This is an optimization exercise on Yosys and OpenROAD, whose aim is small area, not a production implementation. In this exercise RTL edits were held to simulation tests only and were not proved equivalent to the original. In every run shown here, the design's own scripts or RTL, not TritonCTS, make the clock network. No driver is modelled on the clock port, so clock power and skew are understated where the tree is cut down; a real chip needs a root buffer or a tree. Power and IR drop assume default switching activity.

File: flow/run.sh
#!/bin/bash
# Own layout flow: the standard ORFS flow (standard.sh) with
#  - synthesis run once per area-oriented ABC script in flow/abc_*.script
#    (in parallel, each in its own ORFS work folder syn_N/), keeping the
#    smallest netlist; only the combinational mapping differs between them,
#  - no extra synthesis buffer on the constant output, minimum-size port
#    buffers,
#  - a small hand-built clock buffer stage in place of TritonCTS
#    (flow/manual_cts.tcl).
# Each run's output goes to syn_N/synth.log and flow_standard.log here, and
# to the ORFS logs under syn_N/orfs/logs and orfs/logs.
set -euo pipefail
W=$PWD
R=results/sky130hd/rotary_combination_lock/base
mkscripts() {
  rm -rf "$1"
  cp -r "$FLOW_HOME/scripts" "$1"
  cp "$W/flow/manual_cts.tcl" "$1/manual_cts.tcl"
  sed -i 's|^log_cmd clock_tree_synthesis {\*}\$cts_args|source $::env(SCRIPTS_DIR)/manual_cts.tcl|' "$1/cts.tcl"
  grep -q manual_cts.tcl "$1/cts.tcl"
}
i=0
for s in "$W"/flow/abc_*.script; do
  i=$((i + 1))
  d="$W/syn_$i"
  rm -rf "$d"; mkdir -p "$d"
  mkscripts "$d/scripts"
  cp "$s" "$d/scripts/abc_area.script"
  sed "s|WORK_HOME=[^ ]*|WORK_HOME=$d/orfs|" standard.sh > "$d/std.sh"
  ( bash "$d/std.sh" SCRIPTS_DIR="$d/scripts" ADDER_MAP_FILE= SYNTH_INSBUF=0 synth > "$d/synth.log" 2>&1 || true ) &
done
wait
best=""; besta=""
for d in "$W"/syn_*; do
  f="$d/orfs/reports/sky130hd/rotary_combination_lock/base/synth_stat.txt"
  [ -f "$d/orfs/$R/1_synth.odb" ] && [ -f "$f" ] || continue
  a=$(grep -i "chip area for module" "$f" | awk '{print $NF}')
  echo "$d $a" >> "$W/flow_synth_choice.log"
  if [ -z "$best" ] || awk "BEGIN{exit !($a < $besta)}"; then best=$d; besta=$a; fi
done
[ -n "$best" ]
echo "chosen: $best $besta" >> "$W/flow_synth_choice.log"
rm -rf "$W/orfs"
cp -a "$best/orfs" "$W/orfs"
mkscripts "$W/scripts_mod"
cp "$best/scripts/abc_area.script" "$W/scripts_mod/abc_area.script"
export MCTS_N=${MCTS_N:-3}
export MCTS_CELL=${MCTS_CELL:-sky130_fd_sc_hd__clkbuf_8}
bash standard.sh SCRIPTS_DIR="$W/scripts_mod" ADDER_MAP_FILE= SYNTH_INSBUF=0 \
  "BUFFER_PORTS_ARGS=-buffer_cell sky130_fd_sc_hd__buf_1" \
  finish > "$W/flow_standard.log" 2>&1
File: flow/abc_1.script
strash
&get -n
&deepsyn -J 100
&put
dch -f
amap
File: flow/abc_2.script
strash
&get -n
&deepsyn -J 100
&put
dc2
dch -f
amap
File: flow/abc_3.script
strash
&get -n
&deepsyn -J 100 -S 7
&put
dch -f
amap
File: flow/abc_4.script
strash
&get -n
&deepsyn -J 500
&put
dch -f
amap
File: flow/manual_cts.tcl
# Clock buffering in place of TritonCTS: the flip-flop clock pins are split
# into MCTS_N groups of nearby sinks (by x, then y), and each group is driven
# by one MCTS_CELL buffer placed at its centroid and fed from the clock port.
set mcts_n $::env(MCTS_N)
set mcts_cell $::env(MCTS_CELL)
set db [ord::get_db]
set block [ord::get_db_block]
set master [$db findMaster $mcts_cell]
foreach clk_src [get_property [all_clocks] sources] {
  set clk_net [$block findNet [get_full_name $clk_src]]
  set sinks {}
  foreach it [$clk_net getITerms] {
    set inst [$it getInst]
    set bb [$inst getBBox]
    lappend sinks [list [expr {([$bb xMin] + [$bb xMax]) / 2}] [expr {([$bb yMin] + [$bb yMax]) / 2}] $it]
  }
  # grid partition: cols columns by x, then each column split by y
  set cols [expr {int(ceil(sqrt($mcts_n)))}]
  set sinks [lsort -integer -index 0 $sinks]
  set n [llength $sinks]
  set groups {}
  set left $mcts_n
  set start 0
  for {set c 0} {$c < $cols} {incr c} {
    set ng [expr {int(ceil(double($left) / ($cols - $c)))}]
    set cnt [expr {int(round(double($n - $start) * $ng / $left))}]
    set colsinks [lsort -integer -index 1 [lrange $sinks $start [expr {$start + $cnt - 1}]]]
    set start [expr {$start + $cnt}]
    set left [expr {$left - $ng}]
    set m [llength $colsinks]
    set s0 0
    for {set r 0} {$r < $ng} {incr r} {
      set k [expr {int(round(double($m - $s0) / ($ng - $r)))}]
      lappend groups [lrange $colsinks $s0 [expr {$s0 + $k - 1}]]
      set s0 [expr {$s0 + $k}]
    }
  }
  set g -1
  foreach grp $groups {
    incr g
    set sx 0; set sy 0
    foreach s $grp { incr sx [lindex $s 0]; incr sy [lindex $s 1] }
    set cx [expr {$sx / [llength $grp]}]
    set cy [expr {$sy / [llength $grp]}]
    set buf [odb::dbInst_create $block $master "mcts_buf_$g"]
    set net [odb::dbNet_create $block "mcts_net_$g"]
    $net setSigType CLOCK
    foreach s $grp {
      set it [lindex $s 2]
      $it disconnect
      $it connect $net
    }
    [$buf findITerm A] connect $clk_net
    [$buf findITerm X] connect $net
    $buf setLocation $cx $cy
    $buf setPlacementStatus PLACED
    puts "mcts: buffer mcts_buf_$g ($mcts_cell) drives [llength $grp] sinks at ($cx, $cy)"
  }
}
set_propagated_clock [all_clocks]
File: standard.sh
#!/bin/bash
# synth_recipe.tcl (not shown) runs the flow's synth.tcl, then flattens the netlist and writes it again
# the make line also repeats each setting of config.mk as NAME=value (left out here)
make -C /OpenROAD-flow-scripts/flow DESIGN_CONFIG=/design/flow/config.mk WORK_HOME=/design/flow/orfs CLKGATE_MAP_FILE= SYNTH_SCRIPT=/design/flow/synth_recipe.tcl "${@:-finish}"
File: config.mk
export PLATFORM = sky130hd
export DESIGN_NAME = rotary_combination_lock
export DESIGN_NICKNAME = rotary_combination_lock
export VERILOG_FILES = /design/flow/design.v
export SDC_FILE = /design/flow/constraint.sdc
export NUM_CORES = 4
export LEC_CHECK = 0
export ABC_AREA = 1
export CAP_MARGIN = 20
export CORE_MARGIN = 2
export CORE_UTILIZATION = 40
export SLEW_MARGIN = 20
File: constraint.sdc
create_clock -name core_clock -period 10.0 [get_ports {Clk}]
set_input_delay 2.0000 -clock core_clock [delete_from_list [all_inputs] [get_ports {Clk}]]
set_output_delay 2.0000 -clock core_clock [all_outputs]
set_load 0.01 [all_outputs]
File: design.v
`timescale 1ns / 1ps
module rotary_combination_lock(
    output wire LCD_E, LCD_RW, LCD_RS,
    output wire [3:0] SF_D,
    output wire [2:0] J1,
    input Clk,
    input Rst,
    input Center,
    input South,
    input wire rotA, rotB
);
    wire CenterSync, SouthSync;
    wire Right, Left;
    wire Locked;
    wire Tens;
    wire [3:0] Ones;
    synchronizer_nr syncA(CenterSync, Center, Clk);
    synchronizer_nr syncB(SouthSync, South, Clk);
    rotary_encoder_module U0(
         .Left(Left), .Right(Right), .Clk(Clk), .Rst(Rst),
         .rotA(rotA), .rotB(rotB));
    combination_lock_fsm U1(
         .state(J1), .Locked(Locked), .Right(Right), .Left(Left),
         .Tens(Tens), .Ones(Ones), .Center(CenterSync), .Clk(Clk),
         .South(SouthSync), .Rst(Rst));
    up_down_counter U2(
        .Tens(Tens), .Ones(Ones), .Up(Left), .Down(Right),
        .Clk(Clk), .South(South), .Rst(Rst));
    lcd_driver U3(Clk, Rst, South, Tens, Ones, Locked, SF_D, LCD_E,
        LCD_RS, LCD_RW);
endmodule
`timescale 1ns / 1ps
module synchronizer(
     output wire OutSignal,
     input wire InSignal,
     input wire Clk,
     input wire Rst
);
     reg buff0, buff1, buff2;
     always @(posedge Clk)
          if (Rst) begin
               buff0 <= 1'b0;
               buff1 <= 1'b0;
               buff2 <= 1'b0;
          end else begin
               buff0 <= InSignal;
               buff1 <= buff0;
               buff2 <= buff1;
          end
     assign OutSignal = buff2;
endmodule
module synchronizer_nr(
     output wire OutSignal,
     input wire InSignal,
     input wire Clk
);
     reg buff0, buff1, buff2;
     always @(posedge Clk) begin
          buff0 <= InSignal;
          buff1 <= buff0;
          buff2 <= buff1;
     end
     assign OutSignal = buff2;
endmodule
`timescale 1ns / 1ps
module combination_lock_fsm(output reg [2:0] state,
  output wire Locked,
  input wire Right, Left,
  input wire Tens,
  input wire [3:0] Ones,
  input wire Center,
  input wire Clk, South,
  input wire Rst
  );
  wire at13 = Tens & (Ones == 4'd3);
  wire at7  = ~Tens & (Ones == 4'd7);
  wire at17 = Tens & (Ones == 4'd7);
  reg [2:0] nextState;
  always @(*) begin
    nextState = state;
    case (state)
      3'd0: if (Right) nextState = 3'd1;
      3'd1: if (Left) nextState = at13 ? 3'd2 : 3'd0;
      3'd2: if (Right) nextState = at7 ? 3'd3 : 3'd0;
      3'd3: if (Left) nextState = at17 ? 3'd4 : 3'd0;
      3'd4: if (Center) nextState = at17 ? 3'd5 : 3'd0;
            else if (Right) nextState = 3'd0;
      3'd5: nextState = 3'd5;
      default: nextState = 3'd0;
    endcase
  end
  assign Locked = (state != 3'd5);
  always @(posedge Clk)
    if (Rst | South)
      state <= 3'd0;
    else
      state <= nextState;
endmodule
`timescale 1ns / 1ps
module up_down_counter(
  output reg Tens,
  output reg [3:0] Ones,
  input wire Up, Down,
  input wire Clk, South,
  input wire Rst
  );
  wire o0 = Ones[0], o1 = Ones[1], o2 = Ones[2], o3 = Ones[3];
  wire zero = ~(o3 | o2 | o1 | o0);
  wire nine = o3 & o0;
  wire [3:0] t;
  assign t[0] = Up | Down;
  assign t[1] = (Up & o0 & ~o3) | (Down & ~o0 & ~zero);
  assign t[2] = (Up & o1 & o0) | (Down & ~o1 & ~o0 & ~zero);
  assign t[3] = (Up & ((o2 & o1 & o0) | nine)) | (Down & ((o3 & ~o0) | zero));
  wire tt = (Up & nine) | (Down & zero);
  always @(posedge Clk)
    if (Rst | South) begin
      Tens <= 1'b0;
      Ones <= 4'd0;
    end else begin
      Tens <= Tens ^ tt;
      Ones <= Ones ^ t;
    end
endmodule
`timescale 1ns / 1ps
module lcd_driver(clk, Rst, reset, Tens, Ones, Locked, SF_D, LCD_E,
	LCD_RS, LCD_RW);
input clk, Rst, reset;
input Tens;
input [3:0] Ones;
input Locked;
output reg [3:0] SF_D;
output LCD_E;
output reg LCD_RS;
output LCD_RW;
localparam [20:0] K20      = 21'h100002;
localparam [20:0] K60      = 21'h140008;
localparam [20:0] K2000    = 21'h04ad05;
localparam [20:0] K2200    = 21'h0f672f;
localparam [20:0] K5000    = 21'h1d4136;
localparam [20:0] K80000   = 21'h145731;
localparam [20:0] K205000  = 21'h0532fd;
localparam [20:0] K750000  = 21'h06848b;
reg [20:0] x;
reg E, s1, A, L;
reg [3:0] c;
assign LCD_E = E;
assign LCD_RW = 1'b0;
wire P = A & (~c[0] | c[3]);   
wire k24 = P & (c == 4'd0) & ~s1 & ~E;   
wire low = ~(|x[19:0]);
wire fire = low & ~x[20] & (P ? reset : ~reset);
wire fb = x[20] ^ x[1] ^ low;
reg [20:0] K;
always @(*) begin
	if (~E)
		K = k24 ? K2000 : K20;
	else if (~s1) begin
		if (P & (c == 4'd10)) K = K205000;
		else if (P & (c == 4'd11)) K = K2200;
		else K = K60;
	end else begin
		if (P & (c == 4'd10)) K = K5000;
		else if (P & (c == 4'd15)) K = K80000;
		else if (~A & (c == 4'd0)) K = K2000;
		else K = K2200;
	end
end
reg [3:0] N;
always @(*) begin
	N = 4'h0;
	if (P) begin
		if (~s1)
			case (c)
				4'd10: N = 4'h3;
				4'd11: N = 4'h3;
				4'd12: N = 4'h2;
				default: N = 4'h0;
			endcase
		else
			case (c)
				4'd10: N = 4'h3;
				4'd11: N = 4'h2;
				4'd12: N = 4'h8;
				4'd13: N = 4'h6;
				4'd14: N = 4'hf;
				4'd15: N = 4'h1;
				default: N = 4'h0;
			endcase
	end else if (A) begin
		N = s1 ? 4'h0 : (L ? 4'h8 : 4'hc);
	end else if (~L) begin
		N = s1 ? 4'h0 : 4'h2;
	end else if (~s1) begin
		case (c)
			4'd1: N = 4'h3;
			4'd2: N = 4'h3;
			4'd3: N = 4'h3;
			4'd6: N = Locked ? 4'h2 : 4'h5;
			4'd7: N = Locked ? 4'h2 : 4'h4;
			4'd8: N = 4'h4;
			4'd9: N = 4'h4;
			4'd10: N = 4'h4;
			4'd11: N = 4'h4;
			4'd12: N = 4'h4;
			4'd13: N = 4'h4;
			default: N = 4'h2;
		endcase
	end else begin
		case (c)
			4'd1: N = 4'he;
			4'd2: N = {3'b000, Tens};
			4'd3: N = Ones;
			4'd6: N = Locked ? 4'h0 : 4'h5;
			4'd7: N = Locked ? 4'h0 : 4'he;
			4'd8: N = 4'hc;
			4'd9: N = 4'hf;
			4'd10: N = 4'h3;
			4'd11: N = 4'hb;
			4'd12: N = 4'h5;
			4'd13: N = 4'h4;
			default: N = 4'h0;
		endcase
	end
end
wire grp = (s1 & E) | k24;
always @(posedge clk)
if (Rst) begin
	x <= K750000;
	E <= 1'b0;
	s1 <= 1'b0;
	c <= 4'd10;
	A <= 1'b1;
	L <= 1'b0;
	SF_D <= 4'd0;
	LCD_RS <= 1'b0;
end else if (fire) begin
	x <= K;
	SF_D <= E ? 4'd0 : N;
	if (~E & ~s1 & ~P)
		LCD_RS <= ~A;
	if (~k24)
		{s1, E} <= {s1, E} + 2'd1;
	if (grp) begin
		c <= (A & (c == 4'd1)) ? 4'd1 : c + 4'd1;
		if (c == 4'd0)
			L <= ~L;
		A <= A ? (c != 4'd1) : (c == 4'd0);
	end
end else begin
	x <= {x[19:0], fb};
end
endmodule
`timescale 1 ns / 1 ps
`default_nettype none
module rotary_encoder_module(
     output wire Left, Right,
     input wire Clk, Rst,
     input wire rotA, rotB
);
     wire buffA, buffB;
     reg rotary_q1, rotary_q2;
     reg [1:0] pulse;  
     synchronizer syncA(buffA, rotA, Clk, Rst);
     synchronizer syncB(buffB, rotB, Clk, Rst);
     wire rise = ~rotary_q1 & buffA & buffB;
     wire pend = pulse[1] & pulse[0];
     always @(posedge Clk)
          if (Rst) begin
               rotary_q1 <= 1'b0;
               rotary_q2 <= 1'b0;
               pulse <= 2'b00;
          end else begin
               if (buffA & buffB)
                    rotary_q1 <= 1'b1;
               else if (~buffA & ~buffB)
                    rotary_q1 <= 1'b0;
               if (~buffA & buffB)
                    rotary_q2 <= 1'b1;
               else if (buffA & ~buffB)
                    rotary_q2 <= 1'b0;
               pulse[1] <= rise | (pend & rotary_q2);
               pulse[0] <= rise | (pend & ~rotary_q2);
          end
     assign Left  = pulse[1] & ~pulse[0];
     assign Right = pulse[0] & ~pulse[1];
endmodule
`default_nettype wire
==> results of run 1 <==
-- cells in the final DEF, fill, tap and decap left out --
master and n:
sky130_fd_sc_hd__o21a_1 4, sky130_fd_sc_hd__nand2_1 17, sky130_fd_sc_hd__a211oi_1 7, sky130_fd_sc_hd__or3_1 8, sky130_fd_sc_hd__o221ai_1 1, sky130_fd_sc_hd__clkinv_1 36, sky130_fd_sc_hd__or4_1 4, sky130_fd_sc_hd__nand4_1 2
sky130_fd_sc_hd__o31a_1 1, sky130_fd_sc_hd__a31oi_1 7, sky130_fd_sc_hd__conb_1 1, sky130_fd_sc_hd__or2_0 2, sky130_fd_sc_hd__a21oi_1 8, sky130_fd_sc_hd__a22oi_1 1, sky130_fd_sc_hd__a2111oi_0 2, sky130_fd_sc_hd__o32a_1 2
sky130_fd_sc_hd__dfxtp_1 58, sky130_fd_sc_hd__nand3_1 7, sky130_fd_sc_hd__o31ai_1 1, sky130_fd_sc_hd__o41ai_1 1, sky130_fd_sc_hd__a311oi_1 1, sky130_fd_sc_hd__nor4_1 2, sky130_fd_sc_hd__clkbuf_8 3, sky130_fd_sc_hd__o21ai_0 16
sky130_fd_sc_hd__o211ai_1 2, sky130_fd_sc_hd__a222oi_1 1, sky130_fd_sc_hd__nor2b_1 10, sky130_fd_sc_hd__nor2_1 67, sky130_fd_sc_hd__a31o_1 4, sky130_fd_sc_hd__o21bai_1 1, sky130_fd_sc_hd__o2111ai_1 1, sky130_fd_sc_hd__nor3_1 14
sky130_fd_sc_hd__buf_1 14, sky130_fd_sc_hd__buf_4 2
-- routing by layer --
metal / up-vias / GRT usage [%]
met5: - / 0
met2: 52 / 26.33
met1: 891 / 22.50
met3: 10 / 1.131
met4: 0 / 2.373
li1: 1040 / -
-- layout make-up --
class | instances | area share, %
repair buffers | 16 | 2.692
inverters | 36 | 5.384
plain buffers | 3 | 1.645
multi-input cells | 195 | 40.43
well taps | 72 | 3.589
flip-flops and latches | 58 | 46.26
-- kinds of logic after synthesis --
| family | count (synthesis) |
|---|---|
| simple gates | 133 |
| compound gates | 61 |
| flops | 58 |
| buf+inv | 36 |
| other cells | 1 |
-- stage by stage --
step                      util [%]  area, µm²  hold WS (ns)  cells  setup WS [ns]
after CTS                    45.30       2510        0.3407    380          5.606
final                        45.30       2510        0.3393    380          5.571
after detailed placement     44.56       2469        0.3128    377          5.430
after global placement       44.56       2469        0.3109    377          5.467
after floorplan                  -       2311        0.3096    289          5.215
after global routing         45.30       2510        0.3428    380          5.262
-- power groups by stage --
stage	logic, W	registers, W	clock network, W
2_1_floorplan	0.00000775	0.000246	0
3_3_place_gp	0.0000123	0.000247	0
3_5_place_dp	0.0000122	0.000247	0
4_1_cts	0.0000123	0.000241	0.0000896
5_1_grt	0.0000139	0.000242	0.0000998
6_report	0.0000120	0.000241	0.0000863
-- how the worst min path moves through the flow --
| stage | from | depth (start not counted) | slack, ns | endpoint |
|---|---|---|---|---|
| 6_report | syncA.buff0 | 0 | 0.34 | syncA.buff1 |
| 5_1_grt | syncA.buff0 | 0 | 0.34 | syncA.buff1 |
| 4_1_cts | syncA.buff0 | 0 | 0.34 | syncA.buff1 |
| 3_5_place_dp | syncA.buff0 | 0 | 0.31 | syncA.buff1 |
| 3_3_place_gp | syncA.buff0 | 0 | 0.31 | syncA.buff1 |
| 2_1_floorplan | syncA.buff0 | 0 | 0.31 | syncA.buff1 |
-- registers in the layout (all words and copies together), names as in the netlist, 2 cells and up --
register  cells
U1.state      3
U2.Ones       4
U3.SF_D       4
U0.pulse      2
U3.c          4
U3.x         21
==> impl_metrics.sql, run 1 <==
INSERT INTO impl_metrics (metric_group, metric, value, unit) VALUES
('finish', 'fin_nets', '316', ''),
('setup_path', 'cp_data_arrival_time', '4.50', 'ns'),
('pwr', 'seq_power_share', '71.0', '%'),
('setup_path', 'worst_path_dominant_cell_family', 'simple AND/OR/NAND/NOR gates', ''),
('logic_synthesis', 'syn_inst', '289', ''),
('placement', 'place.port_buffers', '14', ''),
('finish', 'multi_input_area', '1015', 'µm²'),
('logic_synthesis', 'netlist_area', '2311', 'µm²'),
('setup_path', 'critical_path.most_common_cell', 'sky130_fd_sc_hd__nor2_1', ''),
('die', 'start_util', '41.71', '%'),
('logic_synthesis', 'mappedNetlistNets', '295', ''),
('global_route', 'grt_pass1_wl', '8321', 'µm'),
('logic_synthesis', 'synth_top_family_by_area', 'simple AND/OR/NAND/NOR gates', ''),
('cts', 'cts.reportedPaths.clkPinSlew', '0.12', 'ns'),
('die', 'std_cell_rows', '27', ''),
('detailed_routing', 'routed-via-count', '1993', ''),
('detailed_routing', 'met3RoutedLength', '234', 'µm'),
('logic_synthesis', 'yosys-top-cells-area', 'sky130_fd_sc_hd__dfxtp_1, sky130_fd_sc_hd__nor2_1, sky130_fd_sc_hd__clkinv_1', ''),
('logic_synthesis', 'share_of_the_yosys_chip_area_belonging_to_registers', '50.24', '%'),
('logic_synthesis', 'synth_fa_ha_area_share', '0', '%'),
('global_route', 'antenna_violations_before_repair', '0', ''),
('finish', 'nFillCells', '561', ''),
('finish', 'antenna_cells', '0', ''),
('timing', 'finalMaxSlewViolations', '0', ''),
('detailed_routing', 'routed_wl', '4861', 'µm'),
('setup_path', 'path_buf_inv', '6', ''),
('timing', 'fin_skew', '0.01234', 'ns'),
('detailed_routing', 'detailroute.wirelength.met2', '2211', 'µm'),
('finish', 'area.growth.synth_to_final', '8.609', '%'),
('global_route', 'first_global_vias', '1793', ''),
('timing', 'final.setup.tns', '0', 'ns'),
('die', 'num_io_pins', '16', ''),
('logic_synthesis', 'syn-mean-instance-area', '7.996', 'µm²'),
('pwr', 'finalPower', '0.0003397', 'W'),
('detailed_routing', 'antenna_violating_nets_post_route', '0', ''),
('status', 'status', 'finished clean', ''),
('finish', 'layout-drive-gt1-share', '1.623', '%'),
('detailed_routing', 'detail_route.iter0.violations', '111', ''),
('logic_synthesis', 'yosys-mux-area-fraction', '0', '%'),
('cts', 'worst_skew_pair.late_latency', '0.17', 'ns'),
('cts', 'post_cts_resized', '0', ''),
('logic_synthesis', 'synth-simple-area-share', '25.99', '%'),
('setup_path', 'cp-startpoint', 'South', ''),
('timing', 'fmaxAchievable', '0.2258', 'GHz'),
('global_route', 'grt_use_total', '15.69', '%'),
('logic_synthesis', 'post-synth-top-area-fraction', '50.24', '%'),
('die', 'die_width', '80.01', 'µm'),
('logic_synthesis', 'synth-main-ff-cell', 'sky130_fd_sc_hd__dfxtp_1', ''),
('timing', 'rsz0062_at_grt', 'false', ''),
('setup_path', 'required', '10.08', 'ns'),
('detailed_routing', 'drcViolationCount', '0', ''),
('setup_path', 'critPathLaunchType', 'input port', ''),
('timing', 'finalHoldViolations', '0', ''),
('detailed_routing', 'route.detailed.vias_per_inst', '5.245', ''),
('setup_path', 'cp_cell_sequence', 'buf_1 -> clkinv_1 -> a2111oi_0 -> buf_4 -> clkinv_1 -> nor2_1 -> nand2_1 -> nor2_1 -> clkinv_1 -> nor2_1 -> clkinv_1 -> nor2_1 -> nor2_1 -> nand2_1 -> nand2_1 -> or3_1', ''),
('detailed_routing', 'wire_per_inst', '12.79', 'µm'),
('logic_synthesis', 'synth.ff_latch_count', '58', ''),
('pwr', 'worst_ir_drop_vdd', '79.42', 'µV'),
('hold_path', 'min_path_type', 'register to register', ''),
('global_route', 'maximum_number_of_pins_on_one_net_before_global_route_repair', '32', ''),
('setup_path', 'critical_path.slowest_cell', 'sky130_fd_sc_hd__a2111oi_0', ''),
('pwr', 'proportion_of_power_drawn_by_combinational_gates', '3.5', '%'),
('logic_synthesis', 'synth_common_cells', 'sky130_fd_sc_hd__nor2_1, sky130_fd_sc_hd__dfxtp_1, sky130_fd_sc_hd__clkinv_1, sky130_fd_sc_hd__nand2_1, sky130_fd_sc_hd__o21ai_0', ''),
('setup_path', 'path_class', 'input port to register', ''),
('cts', 'cts_post_setup_buffers_inserted', '0', ''),
('detailed_routing', 'topRoutingLayerUsed', 'met4', ''),
('setup_path', 'cp_max_fo', '6', ''),
('logic_synthesis', 'synth_edf_count', '0', ''),
('timing', 'final.min_clock_period', '4.429', 'ns'),
('logic_synthesis', 'yosys.area_share.xor_xnor', '0', '%'),
('logic_synthesis', 'yosysWarningCount', '6', '');
==> run 2, diff against run 1 <==
--- a/config.mk
+++ b/config.mk
@@ -6,7 +6,8 @@
 export NUM_CORES = 4
 export LEC_CHECK = 0
 export ABC_AREA = 1
-export CAP_MARGIN = 20
+export CAP_MARGIN = 0
 export CORE_MARGIN = 2
 export CORE_UTILIZATION = 40
-export SLEW_MARGIN = 20
+export GPL_TIMING_DRIVEN = 0
+export SLEW_MARGIN = 0
==> impl_metrics.sql, run 2 <==
INSERT INTO impl_metrics (metric_group, metric, value, unit) VALUES
('global_route', 'antenna_violations_before_repair', '0', ''),
('timing', 'timing.slew.headroom', '10.57', '%'),
('timing', 'period_share', '48.42', '%'),
('setup_path', 'cp_data_arrival_time', '4.91', 'ns'),
('cts', 'cts_post_setup_buffers_inserted', '0', ''),
('finish', 'layout-drive-gt1-share', '1.303', '%'),
('hold_path', 'min_path_type', 'register to register', ''),
('setup_path', 'critical_path.slowest_cell', 'sky130_fd_sc_hd__a2111oi_1', ''),
('detailed_routing', 'detail_route.iter0.violations', '76', ''),
('timing', 'rsz0062_at_grt', 'false', ''),
('logic_synthesis', 'yosys-top-cells-area', 'sky130_fd_sc_hd__dfxtp_1, sky130_fd_sc_hd__nor2_1, sky130_fd_sc_hd__clkinv_1', ''),
('finish', 'nFillCells', '588', ''),
('global_route', 'grt_use_total', '15.91', '%'),
('detailed_routing', 'routed_wl', '4846', 'µm'),
('pwr', 'leakagePower', '0.8516', 'nW'),
('die', 'num_io_pins', '16', ''),
('detailed_routing', 'routed-via-count', '1990', ''),
('timing', 'final.min_clock_period', '4.842', 'ns'),
('cts', 'worst_skew_pair.late_latency', '0.17', 'ns'),
('logic_synthesis', 'yosys.cell_types.count', '31', ''),
('logic_synthesis', 'synth-main-ff-cell', 'sky130_fd_sc_hd__dfxtp_1', ''),
('finish', 'fin_nets', '315', ''),
('setup_path', 'critical_path.most_common_cell', 'sky130_fd_sc_hd__nor2_1', ''),
('cts', 'cts.reportedPaths.clkPinSlew', '0.11', 'ns'),
('logic_synthesis', 'mappedNetlistNets', '295', ''),
('timing', 'finalHoldViolations', '0', ''),
('finish', 'instances_no_fill', '379', ''),
('finish', 'largest_reg_flops', '21', ''),
('logic_synthesis', 'post-synth-top-area-cell', 'sky130_fd_sc_hd__dfxtp_1', ''),
('logic_synthesis', 'synth_edf_count', '0', ''),
('setup_path', 'path_buf_inv', '5', ''),
('detailed_routing', 'antenna_violating_nets_post_route', '0', ''),
('finish', 'mostFrequentLayoutCell', 'sky130_fd_sc_hd__nor2_1', ''),
('timing', 'fin_skew', '0.01060', 'ns'),
('die', 'die-height', '80.01', 'µm'),
('logic_synthesis', 'synth.ff_latch_count', '58', ''),
('logic_synthesis', 'netlist_area', '2311', 'µm²'),
('logic_synthesis', 'yosysWarningCount', '6', ''),
('die', 'std_cell_rows', '27', ''),
('timing', 'finalMaxSlewViolations', '0', ''),
('global_route', 'first_global_vias', '1800', ''),
('timing', 'final.setup.tns', '0', 'ns'),
('logic_synthesis', 'share_of_the_yosys_chip_area_belonging_to_registers', '50.24', '%'),
('job', 'maxCapViolations', '0', ''),
('finish', 'finalCoreUtilization', '45.14', '%'),
('cts', 'post_cts_resized', '0', ''),
('finish', 'largest_register', 'U3.x', ''),
('setup_path', 'critPathLaunchType', 'input port', ''),
('logic_synthesis', 'post-synth-top-area-fraction', '50.24', '%'),
('placement', 'placedCellCount', '376', ''),
('pwr', 'finalPower', '0.0003364', 'W'),
('die', 'start_util', '41.71', '%'),
('setup_path', 'path_class', 'input port to register', ''),
('logic_synthesis', 'synth_common_cells', 'sky130_fd_sc_hd__nor2_1, sky130_fd_sc_hd__dfxtp_1, sky130_fd_sc_hd__clkinv_1, sky130_fd_sc_hd__nand2_1, sky130_fd_sc_hd__o21ai_0', ''),
('finish', 'area.growth.synth_to_final', '8.230', '%'),
('setup_path', 'cp_cell_sequence', 'buf_1 -> clkinv_1 -> a2111oi_1 -> clkinv_1 -> nor2_1 -> nand2_1 -> nor2_1 -> clkinv_1 -> nor2_1 -> clkinv_1 -> nor2_1 -> nor2_1 -> nand2_1 -> nand2_1 -> or3_1', ''),
('timing', 'fmaxAchievable', '0.2065', 'GHz'),
('setup_path', 'cp_max_fo', '5', ''),
('global_route', 'maximum_number_of_pins_on_one_net_before_global_route_repair', '32', ''),
('timing', 'max_slew.worst_pin.slew', '1.341', 'ns'),
('logic_synthesis', 'yosysMostFrequentCell', 'sky130_fd_sc_hd__nor2_1', ''),
('finish', 'antenna_cells', '0', ''),
('cts', 'postCtsHoldBufs', '0', ''),
('finish', 'most-common-layout-cells', 'sky130_fd_sc_hd__nor2_1, sky130_fd_sc_hd__dfxtp_1, sky130_fd_sc_hd__clkinv_1', ''),
('setup_path', 'critical_path.max_stage_delay', '0.71', 'ns'),
('setup_path', 'worst_path_dominant_cell_family', 'simple AND/OR/NAND/NOR gates', ''),
('setup_path', 'cp-end-kind', 'register', ''),
('timing', 'setup-violations-final', '0', ''),
('status', 'status', 'finished clean', ''),
('detailed_routing', 'first_pass_iters', '4', ''),
('timing', 'timing.hold.ws', '0.3378', 'ns'),
('setup_path', 'required', '10.07', 'ns'),
('pwr', 'cellPowerDensity', '134.5', 'nW/µm²'),
('logic_synthesis', 'syn-mean-instance-area', '7.996', 'µm²'),
('detailed_routing', 'drcViolationCount', '0', ''),
('logic_synthesis', 'syn_inst', '289', ''),
('placement', 'place.port_buffers', '14', ''),
('placement', 'last_weighted_congestion_value_of_the_routability_driven_placer', '0.9071', ''),
('die', 'die-area', '6402', 'µm²'),
('placement', 'detailedPlacementHpwl', '3680', 'µm'),
('die', 'design.core.area', '5540', 'µm²'),
('pwr', 'worst_ir_drop_vdd', '87.36', 'µV'),
('logic_synthesis', 'ys_async_sr_fraction', '0', '%'),
('global_route', 'grt_remaining_overflow', '0', ''),
('detailed_routing', 'wire_per_inst', '12.79', 'µm'),
('die', 'die_width', '80.01', 'µm'),
('global_route', 'grt_pass1_wl', '8445', 'µm'),
('detailed_routing', 'route.detailed.vias_per_inst', '5.251', '');
## run 2: cell counts after synthesis
Identical to the previous run, type by type.
## run 2: where the power goes
group          leakage [nW]  internal (W)   total, W  switching, W
combinational         0.354    0.00000482  0.0000119    0.00000705
sequential            0.476      0.000238   0.000241    0.00000318
clock                0.0216     0.0000281  0.0000833     0.0000553
## run 2: cell families (layout without fill, tap and decap cells)
logic type / after synthesis / after routing / share of synthesized area, %
other cells: 1 / 1 / 0.1623
simple gates: 133 / 133 / 25.99
compound gates: 61 / 61 / 17.76
flops: 58 / 58 / 50.24
buf+inv: 36 / 54 / 5.847
## run 2: area by class of cell
| class | count | area [µm²] | area share (%) |
|---|---|---|---|
| plain buffers | 3 | 41.29 | 1.651 |
| well taps | 72 | 90.09 | 3.602 |
| inverters | 36 | 135.1 | 5.403 |
| multi-input cells | 195 | 1016 | 40.62 |
| repair buffers | 15 | 57.56 | 2.301 |
| flip-flops and latches | 58 | 1161 | 46.42 |
## run 2: per-stage QoR
step                setup WS, ns  cell area [µm²]
detailed placement         4.984             2460
global route               4.740             2501
finish                     5.158             2501
CTS                        5.157             2501
floorplan                  5.215             2311
global placement           4.080             2454
## run 2: metal layers
layer	part of all wire (%)	vias to the layer above	GRT usage, %
met5	0	-	0
met1	50	917	23.10
met4	1.1	0	1.525
met3	3.5	5	1.131
li1	-	1036	-
met2	46	32	26.83
## run 2: path summary, 6_finish.rpt
check / start / endpoint / slack (ns) / cells after the start
max: South / U3.x[3] / 5.16 / 15
min: syncB.buff1 / syncB.buff2 / 0.34 / 0
max reg2reg: U3.x[8] / U3.x[3] / 6.07 / 16
min reg2reg: syncB.buff1 / syncB.buff2 / 0.34 / 0
==> run 3, diff against run 2 <==
--- a/config.mk
+++ b/config.mk
@@ -6,8 +6,8 @@
 export NUM_CORES = 4
 export LEC_CHECK = 0
 export ABC_AREA = 1
-export CAP_MARGIN = 0
+export CAP_MARGIN = 10
 export CORE_MARGIN = 2
 export CORE_UTILIZATION = 40
 export GPL_TIMING_DRIVEN = 0
-export SLEW_MARGIN = 0
+export SLEW_MARGIN = 10
==> impl_metrics.sql, run 3 <==
INSERT INTO impl_metrics (metric_group, metric, value, unit) VALUES
('status', 'status', 'finished clean', ''),
('detailed_routing', 'routed-via-count', '1985', ''),
('detailed_routing', 'route.detailed.vias_per_inst', '5.237', ''),
('pwr', 'cellPowerDensity', '135.5', 'nW/µm²'),
('logic_synthesis', 'ys_async_sr_fraction', '0', '%'),
('detailed_routing', 'detail_route.iter0.violations', '90', ''),
('cts', 'cts_post_setup_buffers_inserted', '0', ''),
('logic_synthesis', 'yosys.cell_types.count', '31', ''),
('cts', 'worst_skew_pair.late_latency', '0.18', 'ns'),
('placement', 'place.port_buffers', '14', ''),
('global_route', 'antenna_violations_before_repair', '0', ''),
('logic_synthesis', 'share_of_the_yosys_chip_area_belonging_to_registers', '50.24', '%'),
('hold_path', 'min_path_type', 'register to register', ''),
('timing', 'finalHoldViolations', '0', ''),
('finish', 'mostFrequentLayoutCell', 'sky130_fd_sc_hd__nor2_1', ''),
('global_route', 'first_global_vias', '1770', ''),
('detailed_routing', 'wire_per_inst', '12.78', 'µm'),
('logic_synthesis', 'post-synth-top-area-fraction', '50.24', '%'),
('global_route', 'grt_use_total', '15.80', '%'),
('finish', 'area.growth.synth_to_final', '8.284', '%'),
('die', 'design.core.area', '5540', 'µm²'),
('timing', 'timing.slew.headroom', '45.97', '%'),
('die', 'num_io_pins', '16', ''),
('logic_synthesis', 'yosysMostFrequentCell', 'sky130_fd_sc_hd__nor2_1', ''),
('logic_synthesis', 'yosys-top-cells-area', 'sky130_fd_sc_hd__dfxtp_1, sky130_fd_sc_hd__nor2_1, sky130_fd_sc_hd__clkinv_1', ''),
('finish', 'instances_no_fill', '379', ''),
('setup_path', 'critical_path.slowest_cell', 'sky130_fd_sc_hd__a2111oi_1', ''),
('finish', 'largest_register', 'U3.x', ''),
('die', 'die_width', '80.01', 'µm'),
('logic_synthesis', 'yosysWarningCount', '6', ''),
('setup_path', 'cp_cell_sequence', 'buf_1 -> clkinv_1 -> a2111oi_1 -> clkinv_1 -> nor2_1 -> nand2_1 -> nor2_1 -> clkinv_1 -> nor2_1 -> clkinv_1 -> nor2_1 -> nor2_1 -> nand2_1 -> nand2_1 -> or3_1', ''),
('timing', 'fmaxAchievable', '0.2083', 'GHz'),
('cts', 'cts.reportedPaths.clkPinSlew', '0.12', 'ns'),
('timing', 'rsz0062_at_grt', 'false', ''),
('placement', 'placedCellCount', '376', ''),
('timing', 'period_share', '48.00', '%'),
('setup_path', 'cp-end-kind', 'register', ''),
('setup_path', 'rrSetupSlack', '6.09', 'ns'),
('setup_path', 'critical_path.max_stage_delay', '0.73', 'ns'),
('logic_synthesis', 'post-synth-top-area-cell', 'sky130_fd_sc_hd__dfxtp_1', ''),
('placement', 'detailedPlacementHpwl', '3666', 'µm'),
('logic_synthesis', 'synth.ff_latch_count', '58', ''),
('detailed_routing', 'antenna_violating_nets_post_route', '0', ''),
('global_route', 'grt_remaining_overflow', '0', ''),
('die', 'std_cell_rows', '27', ''),
('detailed_routing', 'first_pass_iters', '4', ''),
('finish', 'finalCoreUtilization', '45.17', '%'),
('logic_synthesis', 'synth_edf_count', '0', ''),
('pwr', 'finalPower', '0.0003391', 'W'),
('logic_synthesis', 'syn-mean-instance-area', '7.996', 'µm²'),
('setup_path', 'critPathLaunchType', 'input port', ''),
('die', 'die-height', '80.01', 'µm'),
('cts', 'postCtsHoldBufs', '0', ''),
('setup_path', 'path_class', 'input port to register', ''),
('logic_synthesis', 'mappedNetlistNets', '295', ''),
('setup_path', 'required', '10.08', 'ns'),
('logic_synthesis', 'synth-main-ff-cell', 'sky130_fd_sc_hd__dfxtp_1', ''),
('setup_path', 'cp_data_arrival_time', '4.88', 'ns'),
('setup_path', 'worst_path_dominant_cell_family', 'simple AND/OR/NAND/NOR gates', ''),
('timing', 'final.setup.tns', '0', 'ns'),
('global_route', 'maximum_number_of_pins_on_one_net_before_global_route_repair', '32', ''),
('timing', 'fin_skew', '0.01474', 'ns'),
('logic_synthesis', 'netlist_area', '2311', 'µm²'),
('pwr', 'worst_ir_drop_vdd', '81.61', 'µV'),
('die', 'start_util', '41.71', '%'),
('finish', 'most-common-layout-cells', 'sky130_fd_sc_hd__nor2_1, sky130_fd_sc_hd__dfxtp_1, sky130_fd_sc_hd__clkinv_1', ''),
('finish', 'largest_reg_flops', '21', ''),
('cts', 'post_cts_resized', '0', ''),
('job', 'maxCapViolations', '0', ''),
('logic_synthesis', 'synth_common_cells', 'sky130_fd_sc_hd__nor2_1, sky130_fd_sc_hd__dfxtp_1, sky130_fd_sc_hd__clkinv_1, sky130_fd_sc_hd__nand2_1, sky130_fd_sc_hd__o21ai_0', ''),
('detailed_routing', 'routed_wl', '4845', 'µm'),
('pwr', 'leakagePower', '0.8543', 'nW'),
('finish', 'layout-drive-gt1-share', '1.629', '%'),
('logic_synthesis', 'syn_inst', '289', ''),
('setup_path', 'path_buf_inv', '5', ''),
('die', 'die-area', '6402', 'µm²'),
('finish', 'antenna_cells', '0', ''),
('global_route', 'grt_pass1_wl', '8355', 'µm'),
('finish', 'fin_nets', '315', ''),
('placement', 'last_weighted_congestion_value_of_the_routability_driven_placer', '0.9071', ''),
('timing', 'finalMaxSlewViolations', '0', ''),
('setup_path', 'cp_max_fo', '5', ''),
('detailed_routing', 'drcViolationCount', '0', ''),
('timing', 'max_slew.worst_pin.slew', '0.8083', 'ns'),
('timing', 'setup-violations-final', '0', ''),
('setup_path', 'critical_path.most_common_cell', 'sky130_fd_sc_hd__nor2_1', ''),
('timing', 'final.min_clock_period', '4.800', 'ns');
==> run 3: cell counts after synthesis <==
No cell type changed its count.
==> run 3: kinds of logic (layout without fill, tap and decap cells) <==
group / Yosys count / count (layout) / share of synthesized area, %
flip-flops: 58 / 58 / 50.24
other: 1 / 1 / 0.1623
AND/OR/NAND/NOR: 133 / 133 / 25.99
buffers and inverters: 36 / 54 / 5.847
AO/OA/AOI/OAI: 61 / 61 / 17.76
==> run 3: worst paths after layout <==
path                             startpoint          end  cells after the start
worst max-delay path                  South      U3.x[3]                     15
worst max register to register      U3.x[8]      U3.x[3]                     16
worst min register to register  syncB.buff1  syncB.buff2                      0
worst min-delay path            syncB.buff1  syncB.buff2                      0
==> run 3: power by group <==
group / total, W / switching, W / leakage [nW] / internal, W
Combinational: 0.0000119 / 0.00000713 / 0.357 / 0.00000481
Clock: 0.0000860 / 0.0000579 / 0.0216 / 0.0000281
Sequential: 0.000241 / 0.00000313 / 0.476 / 0.000238
==> run 3: area by class of cell <==
class / count / area (µm²)
buffer: 3 / 41.29
fill: 578 / 3038
inverter: 36 / 135.1
multi-input combinational: 195 / 1016
sequential: 58 / 1161
tap: 72 / 90.09
timing repair buffer: 15 / 58.81
==> run 3: worst reg2reg max path, stage by stage (launching register included) <==
cell and delay, ns:
sky130_fd_sc_hd__dfxtp_1 0.33, sky130_fd_sc_hd__or4_1 0.53, sky130_fd_sc_hd__nor3_1 0.23, sky130_fd_sc_hd__nand4_1 0.14, sky130_fd_sc_hd__a2111oi_1 0.67, sky130_fd_sc_hd__clkinv_1 0.23, sky130_fd_sc_hd__nor2_1 0.21, sky130_fd_sc_hd__nand2_1 0.09
sky130_fd_sc_hd__nor2_1 0.13, sky130_fd_sc_hd__clkinv_1 0.10, sky130_fd_sc_hd__nor2_1 0.18, sky130_fd_sc_hd__clkinv_1 0.11, sky130_fd_sc_hd__nor2_1 0.30, sky130_fd_sc_hd__nor2_1 0.13, sky130_fd_sc_hd__nand2_1 0.08, sky130_fd_sc_hd__nand2_1 0.06
sky130_fd_sc_hd__or3_1 0.31
==> run 3: per-stage QoR <==
step	hold slack (ns)	cell area, µm²	setup WS, ns
final	0.3385	2502	5.200
after global routing	0.3517	2502	4.682
after CTS	0.3394	2502	5.197
after detailed placement	0.3121	2461	5.010
after global placement	0.3099	2454	4.080
after floorplan	0.3096	2311	5.215
==> run 3: routing by layer <==
metal / vias to the layer above / routed length (µm) / GRT usage, %
met5: - / 0 / 0
met4: 0 / 46 / 1.356
met3: 5 / 164 / 1.131
met2: 33 / 2153 / 26.50
met1: 908 / 2480 / 23.13
li1: 1039 / - / -
==> run 4, diff against run 3 <==
--- a/config.mk
+++ b/config.mk
@@ -8,6 +8,6 @@
 export ABC_AREA = 1
 export CAP_MARGIN = 10
 export CORE_MARGIN = 2
-export CORE_UTILIZATION = 40
+export CORE_UTILIZATION = 60
 export GPL_TIMING_DRIVEN = 0
 export SLEW_MARGIN = 10
==> impl_metrics.sql, run 4 <==
INSERT INTO impl_metrics (metric_group, metric, value, unit) VALUES
('global_route', 'first_global_vias', '1803', ''),
('setup_path', 'critPathLaunchType', 'input port', ''),
('die', 'design.core.area', '3689', 'µm²'),
('status', 'status', 'finished clean', ''),
('job', 'maxCapViolations', '0', ''),
('finish', 'area.growth.synth_to_final', '6.984', '%'),
('die', 'die-height', '66.06', 'µm'),
('detailed_routing', 'antenna_violating_nets_post_route', '0', ''),
('logic_synthesis', 'post-synth-top-area-cell', 'sky130_fd_sc_hd__dfxtp_1', ''),
('finish', 'fin_nets', '315', ''),
('logic_synthesis', 'mappedNetlistNets', '295', ''),
('logic_synthesis', 'syn_inst', '289', ''),
('hold_path', 'hp-start', 'syncB.buff1', ''),
('pwr', 'leakagePower', '0.8545', 'nW'),
('placement', 'detailedPlacementHpwl', '3623', 'µm'),
('logic_synthesis', 'yosys-top-cells-area', 'sky130_fd_sc_hd__dfxtp_1, sky130_fd_sc_hd__nor2_1, sky130_fd_sc_hd__clkinv_1', ''),
('setup_path', 'required', '10.06', 'ns'),
('detailed_routing', 'route.detailed.vias_per_inst', '5.676', ''),
('timing', 'period_share', '49.62', '%'),
('pwr', 'sw_frac_of_total', '20.12', '%'),
('logic_synthesis', 'yosysMostFrequentCell', 'sky130_fd_sc_hd__nor2_1', ''),
('pwr', 'internal_power', '0.0002710', 'W'),
('setup_path', 'cp_max_fo', '5', ''),
('die', 'die-area', '4364', 'µm²'),
('detailed_routing', 'wire_per_inst', '13.70', 'µm'),
('finish', 'antenna_cells', '0', ''),
('timing', 'finalMaxSlewViolations', '0', ''),
('setup_path', 'cp-startpoint', 'South', ''),
('hold_path', 'min_path_type', 'register to register', ''),
('detailed_routing', 'drcViolationCount', '0', ''),
('logic_synthesis', 'synth_common_cells', 'sky130_fd_sc_hd__nor2_1, sky130_fd_sc_hd__dfxtp_1, sky130_fd_sc_hd__clkinv_1, sky130_fd_sc_hd__nand2_1, sky130_fd_sc_hd__o21ai_0', ''),
('detailed_routing', 'first_pass_iters', '4', ''),
('die', 'num_io_pins', '16', ''),
('global_route', 'maximum_number_of_pins_on_one_net_before_global_route_repair', '32', ''),
('timing', 'finalHoldViolations', '0', ''),
('finish', 'largest_reg_flops', '21', ''),
('global_route', 'grt_remaining_overflow', '0', ''),
('logic_synthesis', 'yosysWarningCount', '6', ''),
('finish', 'nFillCells', '331', ''),
('die', 'die_width', '66.06', 'µm'),
('die', 'std_cell_rows', '22', ''),
('pwr', 'worst_ir_drop_vdd', '102.0', 'µV'),
('setup_path', 'worstRegToRegCells', '16', ''),
('setup_path', 'cp-end-kind', 'register', ''),
('cts', 'worst_skew_pair.late_latency', '0.18', 'ns'),
('cts', 'cts.reportedPaths.clkPinSlew', '0.11', 'ns'),
('setup_path', 'path_class', 'input port to register', ''),
('timing', 'fmaxAchievable', '0.2015', 'GHz'),
('finish', 'largest_register', 'U3.x', '');
==> run 4: kinds of logic after synthesis <==
kind of cell,share of synthesized area (%)
AND/OR/NAND/NOR,25.99
AO/OA/AOI/OAI,17.76
flip-flops,50.24
buffers and inverters,5.847
other,0.1623
==> run 4: worst paths after layout <==
path | end | slack [ns]
worst max-delay path | U3.x[3] | 5.04
worst min-delay path | syncB.buff2 | 0.34
worst max register to register | U3.x[3] | 5.99
worst min register to register | syncB.buff2 | 0.34
==> run 4: layer usage <==
metal  global-route usage [%]  share of wire, %  vias up
met3                    1.704               6.0        9
met1                    32.86                48      921
met2                    40.40                45       54
met5                        0                 0        -
met4                    2.551               1.5        0
li1                         -                 -     1031
==> run 4: power groups by stage <==
stage,sequential [W],clock (W),combinational [W]
finish,0.000241,0.0000857,0.0000121
floorplan,0.000246,0,0.00000775
detailed placement,0.000247,0,0.0000121
global route,0.000242,0.0000941,0.0000138
CTS,0.000242,0.0000860,0.0000122
global placement,0.000246,0,0.0000117
==> run 4: area by class of cell <==
type | instances | area, µm² | area share [%]
inverter | 36 | 135.1 | 5.466
multi-input combinational | 195 | 1016 | 41.09
sequential | 58 | 1161 | 46.96
tap | 48 | 60.06 | 2.429
buffer | 3 | 41.29 | 1.670
timing repair buffer | 15 | 58.81 | 2.379
==> run 4: metrics by stage <==
step | worst slack, ns | instances | hold slack (ns) | utilization (%)
after floorplan | 5.215 | 289 | 0.3096 | -
after global placement | 4.058 | 351 | 0.3122 | 65.71
after detailed placement | 4.877 | 352 | 0.3157 | 65.88
after CTS | 5.048 | 355 | 0.3409 | 66.99
after global routing | 4.651 | 355 | 0.3460 | 67.03
final | 5.038 | 355 | 0.3402 | 67.03
==> run 4: worst max-delay path, stage by stage <==
cell	delay [ns]
sky130_fd_sc_hd__buf_1	0.15
sky130_fd_sc_hd__clkinv_1	0.12
sky130_fd_sc_hd__a2111oi_1	0.77
sky130_fd_sc_hd__clkinv_1	0.24
sky130_fd_sc_hd__nor2_1	0.23
sky130_fd_sc_hd__nand2_1	0.09
sky130_fd_sc_hd__nor2_1	0.14
sky130_fd_sc_hd__clkinv_1	0.10
sky130_fd_sc_hd__nor2_1	0.18
sky130_fd_sc_hd__clkinv_1	0.12
sky130_fd_sc_hd__nor2_1	0.31
sky130_fd_sc_hd__nor2_1	0.13
sky130_fd_sc_hd__nand2_1	0.08
sky130_fd_sc_hd__nand2_1	0.07
sky130_fd_sc_hd__or3_1	0.31

static timing again, ports no longer ideal:
No port has a modelled driver above. Below, the same layouts with a new extraction and two added sets of constraints. Step 1: set_driving_cell puts a clkbuf_16 on Clk and a buf_2 on each other input, an assumption about the parent block. Step 2 moves the port delays by t, midway between the first and last clock arrival at a register: inputs arrive t later, outputs are due t later. That takes back most of the time a late clock gives input paths. Three values: no drivers, after step 1, after step 2; two values: the first two.
run | shift t [ns] | slack for setup (ns) | worst slew at a driven data input, ns
run 1 | 0.217 | 5.571 / 5.585 / 5.368 | 0.04
run 2 | 0.214 | 5.158 / 5.166 / 4.952 | 0.04
run 3 | 0.215 | 5.200 / 5.209 / 4.993 | 0.04
run 4 | 0.214 | 5.038 / 5.061 / 4.847 | 0.03
After both steps every run listed still meets setup and hold. For run 3, which loses most, drivers alone change the setup slack by +0.009 ns; drivers and shift together by -0.207 ns.
